Background: an optimization exercise with open tools, aiming at small area, a short achievable clock period and few clock cycles. Do not read the settings as production practice. The RTL was checked by simulation tests, not by an equivalence proof against the original design. No activity file was given, so power comes from the tool's default toggle rates.

==> run a: inputs <==
// axi4_lite_slave
module axi4_lite_slave #(
    parameter int unsigned ADDR_WIDTH = 32,
    parameter int unsigned DATA_WIDTH = 32
)(
    input  logic                  aclk,
    input  logic                  aresetn,         
    input  logic [ADDR_WIDTH-1:0] awaddr,
    input  logic                  awvalid,
    output logic                  awready,
    input  logic [DATA_WIDTH-1:0] wdata,
    input  logic [3:0]            wstrb,
    input  logic                  wvalid,
    output logic                  wready,
    output logic [1:0]            bresp,
    output logic                  bvalid,
    input  logic                  bready,
    input  logic [ADDR_WIDTH-1:0] araddr,
    input  logic                  arvalid,
    output logic                  arready,
    output logic [DATA_WIDTH-1:0] rdata,
    output logic [1:0]            rresp,
    output logic                  rvalid,
    input  logic                  rready
);
==> module axi4_lite_slave, before the edit <==
module axi4_lite_slave #(
    parameter int unsigned ADDR_WIDTH = 32,
    parameter int unsigned DATA_WIDTH = 32
)(
    input  logic                  aclk,
    input  logic                  aresetn,         
    input  logic [ADDR_WIDTH-1:0] awaddr,
    input  logic                  awvalid,
    output logic                  awready,
    input  logic [DATA_WIDTH-1:0] wdata,
    input  logic [3:0]            wstrb,
    input  logic                  wvalid,
    output logic                  wready,
    output logic [1:0]            bresp,
    output logic                  bvalid,
    input  logic                  bready,
    input  logic [ADDR_WIDTH-1:0] araddr,
    input  logic                  arvalid,
    output logic                  arready,
    output logic [DATA_WIDTH-1:0] rdata,
    output logic [1:0]            rresp,
    output logic                  rvalid,
    input  logic                  rready
);
    localparam int unsigned NUM_REGS = 16;
    function automatic logic addr_ok(input logic [ADDR_WIDTH-1:0] a);
        addr_ok = (a[1:0] == 2'b00) && (a[ADDR_WIDTH-1:6] == '0);
    endfunction
    logic [DATA_WIDTH-1:0] reg_file [0:NUM_REGS-1];
    logic                  aw_v, w_v;      
    logic                  wr_go;          
    logic [3:0]            aw_idx;
    logic                  aw_ok;
    logic [DATA_WIDTH-1:0] w_data;
    logic [3:0]            w_strb;
    logic                  awready_r, wready_r;
    logic                  b0_v, b1_v;     
    logic                  b0_err, b1_err;
    logic aw_hs, w_hs, pair, aw_v_n, w_v_n, push, push_ok, pop;
    logic b0_v_n, b1_v_n;
    assign aw_hs   = awvalid & awready_r;
    assign w_hs    = wvalid & wready_r;
    assign pair    = aw_v & w_v;               
    assign aw_v_n  = aw_hs | (aw_v & ~pair);
    assign w_v_n   = w_hs  | (w_v  & ~pair);
    assign push    = aw_v_n & w_v_n;           
    assign push_ok = aw_hs ? addr_ok(awaddr) : aw_ok;
    assign pop     = b0_v & bready;
    assign b0_v_n  = b1_v | push | (b0_v & ~pop);
    assign b1_v_n  = ~pop & (b1_v | (b0_v & push));
    assign awready = awready_r;
    assign wready  = wready_r;
    assign bvalid  = b0_v;
    assign bresp   = {b0_err, 1'b0};
    always_ff @(posedge aclk) begin
        if (aw_hs) begin
            aw_idx <= awaddr[5:2];
            aw_ok  <= addr_ok(awaddr);
        end
        if (w_hs) begin
            w_data <= wdata;
            w_strb <= wstrb;
        end
        if (~b0_v | pop) b0_err <= b1_v ? b1_err : ~push_ok;
        if (~b1_v | pop) b1_err <= ~push_ok;
    end
    always_ff @(posedge aclk) begin
        if (!aresetn) begin
            aw_v      <= 1'b0;
            w_v       <= 1'b0;
            wr_go     <= 1'b0;
            b0_v      <= 1'b0;
            b1_v      <= 1'b0;
            awready_r <= 1'b1;
            wready_r  <= 1'b1;
        end else begin
            aw_v      <= aw_v_n;
            w_v       <= w_v_n;
            wr_go     <= push & push_ok;
            b0_v      <= b0_v_n;
            b1_v      <= b1_v_n;
            awready_r <= ~(aw_v_n & ~w_v_n) & ~b1_v_n;
            wready_r  <= ~(w_v_n & ~aw_v_n) & ~b1_v_n;
        end
    end
    logic [DATA_WIDTH-1:0] wr_d;
    assign wr_d = w_data & {DATA_WIDTH{aresetn}};
    always_ff @(posedge aclk) begin
        for (int i = 0; i < NUM_REGS; i++)
            for (int b = 0; b < 4; b++)
                if (!aresetn || (wr_go && aw_idx == 4'(i) && w_strb[b]))
                    reg_file[i][8*b +: 8] <= wr_d[8*b +: 8];
    end
    logic                  arready_r;
    logic                  q0_v, q1_v;      
    logic [NUM_REGS-1:0]   q0_sel;          
    logic                  q0_err;
    logic [3:0]            q1_idx;
    logic                  q1_ok;
    logic                  rvalid_r;
    logic [DATA_WIDTH-1:0] rdata_r;
    logic                  rerr_r;
    logic ar_hs, adv, ar_ok, q1_v_n;
    logic [3:0] ar_idx;
    logic [NUM_REGS-1:0] ar_sel, q1_sel;
    logic [DATA_WIDTH-1:0] rd_mux;
    assign ar_hs  = arvalid & arready_r;
    assign ar_idx = araddr[5:2];
    assign ar_ok  = addr_ok(araddr);
    assign adv    = q0_v & (~rvalid_r | rready);    
    assign q1_v_n = ~adv & (q1_v | (q0_v & ar_hs));
    always_comb begin
        for (int i = 0; i < NUM_REGS; i++) begin
            ar_sel[i] = ar_ok && (ar_idx == 4'(i));
            q1_sel[i] = q1_ok && (q1_idx == 4'(i));
        end
        rd_mux = '0;
        for (int i = 0; i < NUM_REGS; i++)
            rd_mux = rd_mux | (reg_file[i] & {DATA_WIDTH{q0_sel[i]}});
    end
    assign arready = arready_r;
    assign rvalid  = rvalid_r;
    assign rdata   = rdata_r;
    assign rresp   = {rerr_r, 1'b0};
    always_ff @(posedge aclk) begin
        if (~q0_v | adv) begin
            q0_sel <= q1_v ? q1_sel : ar_sel;
            q0_err <= q1_v ? ~q1_ok : ~ar_ok;
        end
        if (~q1_v | adv) begin
            q1_idx <= ar_idx;
            q1_ok  <= ar_ok;
        end
        if (adv) begin
            rdata_r <= rd_mux;
            rerr_r  <= q0_err;
        end
    end
    always_ff @(posedge aclk) begin
        if (!aresetn) begin
            q0_v      <= 1'b0;
            q1_v      <= 1'b0;
            rvalid_r  <= 1'b0;
            arready_r <= 1'b1;
        end else begin
            q0_v      <= q1_v | ar_hs | (q0_v & ~adv);
            q1_v      <= q1_v_n;
            rvalid_r  <= adv | (rvalid_r & ~rready);
            arready_r <= ~q1_v_n;
        end
    end
endmodule
clock: 4.0 ns
lec_check: 0
cap_margin: 0
core_margin: 2
core_utilization: 40
cts_cluster_diameter: 80
cts_cluster_size: 25
setup_slack_margin: 2.0
slew_margin: 0
standard.sh (not shown) runs the stock make flow with config.mk's settings and CLKGATE_MAP_FILE= SYNTH_SCRIPT=/design/flow/synth_recipe.tcl, a recipe that flattens the netlist after the stock synthesis.
==> flow/flow/run.sh <==
#!/bin/bash
# Standard ORFS layout, with the I/O port buffers made from a small buffer
# cell (buffer_ports -buffer_cell) instead of the one OpenROAD picks itself.
set -euo pipefail
EXTRA=()
[[ -f flow/extra_args ]] && mapfile -t EXTRA < flow/extra_args
bash standard.sh "BUFFER_PORTS_ARGS=-buffer_cell sky130_fd_sc_hd__buf_1" "${EXTRA[@]}" finish > make_finish.log 2>&1
==> inputs of run b, as changes to run a <==
==> flow/design.v (replaced) <==
module axi4_lite_slave #(
    parameter int unsigned ADDR_WIDTH = 32,
    parameter int unsigned DATA_WIDTH = 32
)(
    input  logic                  aclk,
    input  logic                  aresetn,         
    input  logic [ADDR_WIDTH-1:0] awaddr,
    input  logic                  awvalid,
    output logic                  awready,
    input  logic [DATA_WIDTH-1:0] wdata,
    input  logic [3:0]            wstrb,
    input  logic                  wvalid,
    output logic                  wready,
    output logic [1:0]            bresp,
    output logic                  bvalid,
    input  logic                  bready,
    input  logic [ADDR_WIDTH-1:0] araddr,
    input  logic                  arvalid,
    output logic                  arready,
    output logic [DATA_WIDTH-1:0] rdata,
    output logic [1:0]            rresp,
    output logic                  rvalid,
    input  logic                  rready
);
    localparam int unsigned NUM_REGS = 16;
    function automatic logic addr_ok(input logic [ADDR_WIDTH-1:0] a);
        addr_ok = (a[1:0] == 2'b00) && (a[ADDR_WIDTH-1:6] == '0);
    endfunction
    logic [DATA_WIDTH-1:0] reg_file [0:NUM_REGS-1];
    logic                  aw_v, w_v;
    logic [3:0]            aw_idx;
    logic                  aw_ok;
    logic [DATA_WIDTH-1:0] w_data;
    logic [3:0]            w_strb;
    logic                  awready_r, wready_r;
    logic [1:0]            bcnt;           
    logic                  bq0_err, bq1_err;
    logic                  bvalid_r;
    logic aw_hs, w_hs, pair, aw_v_n, w_v_n, push, push_err, pop;
    logic [1:0] brem, bcnt_n;
    assign aw_hs    = awvalid & awready_r;
    assign w_hs     = wvalid & wready_r;
    assign pair     = aw_v & w_v;              
    assign aw_v_n   = aw_hs | (aw_v & ~pair);
    assign w_v_n    = w_hs  | (w_v  & ~pair);
    assign push     = aw_v_n & w_v_n;          
    assign push_err = aw_hs ? ~addr_ok(awaddr) : ~aw_ok;
    assign pop      = bvalid_r & bready;
    assign brem     = bcnt - {1'b0, pop};
    assign bcnt_n   = brem + {1'b0, push};
    assign awready = awready_r;
    assign wready  = wready_r;
    assign bvalid  = bvalid_r;
    assign bresp   = {bq0_err, 1'b0};
    always_ff @(posedge aclk) begin
        if (aw_hs) begin
            aw_idx <= awaddr[5:2];
            aw_ok  <= addr_ok(awaddr);
        end
        if (w_hs) begin
            w_data <= wdata;
            w_strb <= wstrb;
        end
        if (brem == 2'd0)     bq0_err <= push_err;
        else if (pop)         bq0_err <= bq1_err;
        if (brem == 2'd1)     bq1_err <= push_err;
    end
    always_ff @(posedge aclk) begin
        if (!aresetn) begin
            aw_v      <= 1'b0;
            w_v       <= 1'b0;
            bcnt      <= 2'd0;
            bvalid_r  <= 1'b0;
            awready_r <= 1'b1;
            wready_r  <= 1'b1;
        end else begin
            aw_v      <= aw_v_n;
            w_v       <= w_v_n;
            bcnt      <= bcnt_n;
            bvalid_r  <= (bcnt_n != 2'd0);
            awready_r <= ~(aw_v_n & ~w_v_n) & ~bcnt_n[1];
            wready_r  <= ~(w_v_n & ~aw_v_n) & ~bcnt_n[1];
        end
    end
    logic [DATA_WIDTH-1:0] wr_d;
    assign wr_d = w_data & {DATA_WIDTH{aresetn}};
    always_ff @(posedge aclk) begin
        for (int i = 0; i < NUM_REGS; i++)
            for (int b = 0; b < 4; b++)
                if (!aresetn || (pair && aw_ok && aw_idx == 4'(i) && w_strb[b]))
                    reg_file[i][8*b +: 8] <= wr_d[8*b +: 8];
    end
    logic       arready_r;
    logic [1:0] rcnt;                  
    logic [NUM_REGS-1:0] rq0_sel;      
    logic       rq0_err;
    logic [3:0] rq1_idx;
    logic       rq1_ok;
    logic       rvalid_r;
    logic [DATA_WIDTH-1:0] rdata_r;
    logic       rerr_r;
    logic ar_hs, adv;
    logic [1:0] rrem, rcnt_n;
    logic [3:0] ar_idx;
    logic       ar_ok;
    logic [NUM_REGS-1:0] ar_sel, rq1_sel;
    logic [DATA_WIDTH-1:0] rd_mux;
    assign ar_hs  = arvalid & arready_r;
    assign ar_idx = araddr[5:2];
    assign ar_ok  = addr_ok(araddr);
    assign adv    = (rcnt != 2'd0) & (~rvalid_r | rready);    
    assign rrem   = rcnt - {1'b0, adv};
    assign rcnt_n = rrem + {1'b0, ar_hs};
    always_comb begin
        for (int i = 0; i < NUM_REGS; i++) begin
            ar_sel[i]  = ar_ok  && (ar_idx  == 4'(i));
            rq1_sel[i] = rq1_ok && (rq1_idx == 4'(i));
        end
        rd_mux = '0;
        for (int i = 0; i < NUM_REGS; i++)
            rd_mux = rd_mux | (reg_file[i] & {DATA_WIDTH{rq0_sel[i]}});
    end
    assign arready = arready_r;
    assign rvalid  = rvalid_r;
    assign rdata   = rdata_r;
    assign rresp   = {rerr_r, 1'b0};
    always_ff @(posedge aclk) begin
        if (rrem == 2'd0) begin
            rq0_sel <= ar_sel;
            rq0_err <= ~ar_ok;
        end else if (adv) begin
            rq0_sel <= rq1_sel;
            rq0_err <= ~rq1_ok;
        end
        if (rrem == 2'd1) begin
            rq1_idx <= ar_idx;
            rq1_ok  <= ar_ok;
        end
        if (adv) begin
            rdata_r <= rd_mux;
            rerr_r  <= rq0_err;
        end
    end
    always_ff @(posedge aclk) begin
        if (!aresetn) begin
            rcnt      <= 2'd0;
            rvalid_r  <= 1'b0;
            arready_r <= 1'b1;
        end else begin
            rcnt      <= rcnt_n;
            rvalid_r  <= adv | (rvalid_r & ~rready);
            arready_r <= ~rcnt_n[1];
        end
    end
endmodule
==> flow/run.sh (new file) <==
#!/bin/bash
# synth_recipe.tcl (not shown) runs the flow's synth.tcl, then flattens the netlist and writes it again
# the make line also repeats each setting of config.mk as NAME=value (left out here)
make -C /OpenROAD-flow-scripts/flow DESIGN_CONFIG=/design/flow/config.mk WORK_HOME=/design/flow/orfs CLKGATE_MAP_FILE= SYNTH_SCRIPT=/design/flow/synth_recipe.tcl finish
==> flow/config.mk (replaced) <==
export PLATFORM = sky130hd
export DESIGN_NAME = axi4_lite_slave
export DESIGN_NICKNAME = axi4_lite_slave
export VERILOG_FILES = /design/flow/design.v
export SDC_FILE = /design/flow/constraint.sdc
export NUM_CORES = 4
export LEC_CHECK = 0
export CAP_MARGIN = 20
export CORE_MARGIN = 2
export CORE_UTILIZATION = 40
export SLEW_MARGIN = 20
removed: flow/flow/run.sh
removed: flow/standard.sh
==> inputs of run c, as changes to run a <==
==> flow/flow/extra_args (new file) <==
CTS_ARGS=-sink_clustering_enable -repair_clock_nets -sink_clustering_size 30 -sink_clustering_max_diameter 90 -dont_use_dummy_load
==> flow/config.mk (replaced) <==
export PLATFORM = sky130hd
export DESIGN_NAME = axi4_lite_slave
export DESIGN_NICKNAME = axi4_lite_slave
export VERILOG_FILES = /design/flow/design.v
export SDC_FILE = /design/flow/constraint.sdc
export NUM_CORES = 4
export LEC_CHECK = 0
export CAP_MARGIN = 20
export CORE_MARGIN = 2
export CORE_UTILIZATION = 40
export CTS_CLUSTER_DIAMETER = 90
export CTS_CLUSTER_SIZE = 30
export SETUP_SLACK_MARGIN = 2.0
export SLEW_MARGIN = 20
==> notes.md <==
quantity                                                             run b           run c           run a
Launching instance or port of the critical path                        w_v     rdata_r[14]     rdata_r[14]
Power drawn by the sequential cells                                8550 µW         7740 µW         7740 µW
Proportion of power drawn by combinational gates                     21.8%            5.6%            5.4%
Worst Path Buf+Inv                                                       0               1               1
Die outline width                                                 242.4 µm        242.1 µm        242.1 µm
Multi-input gate count                                                 538             537             537
Least setup slack across all paths after layout                   1.419 ns        1.987 ns        1.986 ns
Clock buf count                                                         71              25              39
Count of flip-flops with a built-in enable after synthesis             610             609             609
Outcome                                                     finished clean  finished clean  finished clean
Routed wirelength normalized by instance count                    26.11 µm        26.88 µm        26.83 µm
Global routing usage on met2                                        31.84%          31.59%          31.52%
Pre-CTS worst setup slack                                        0.8478 ns        1.376 ns        1.376 ns
Clock latency on the worst-skew pair                               0.61 ns         0.59 ns         0.61 ns
Testbench counts of run a, summed over its fixed seeds: cycles 3,735.
Testbench counts of run b, summed over its fixed seeds: cycles 3,735.
Testbench counts of run c, summed over its fixed seeds: cycles 3,735.

[re-timing with driven ports]
The results above use ideal ports. As a check the final layouts listed here were re-extracted and re-timed, cells and wires unchanged.
Step 1 (the two cells are an assumption about what drives the block):
set clk [get_ports {aclk}]
set_driving_cell -lib_cell sky130_fd_sc_hd__clkbuf_16 $clk
set_driving_cell -lib_cell sky130_fd_sc_hd__buf_2 [delete_from_list [all_inputs] $clk]
Step 2 also shifts input and output timing later by t, the mid clock arrival at the registers, as if the neighbouring blocks saw the same clock.
a / b / c = ideal ports / drivers / drivers and shift; a / b = the first two.
run | t (ns) | slack for setup (ns) | worst hold slack (ns) | clock arrival spread, ns | cell pins on the clock port's net
run a | 0.668 | 1.986 / 1.927 / 1.464 | 0.349 / 0.317 / 0.449 | 0.016 / 0.016 | 1
run b | 0.659 | 1.419 / 1.419 / 0.853 | 0.443 / 0.443 / 0.443 | 0.016 / 0.016 | 1
run c | 0.625 | 1.987 / 1.931 / 1.478 | 0.379 / 0.347 / 0.443 | 0.047 / 0.046 | 1
After both steps setup and hold are still met in every run listed. The setup slack of run b, which loses most, moves by 0.000 ns with the drivers and by -0.566 ns with both steps.
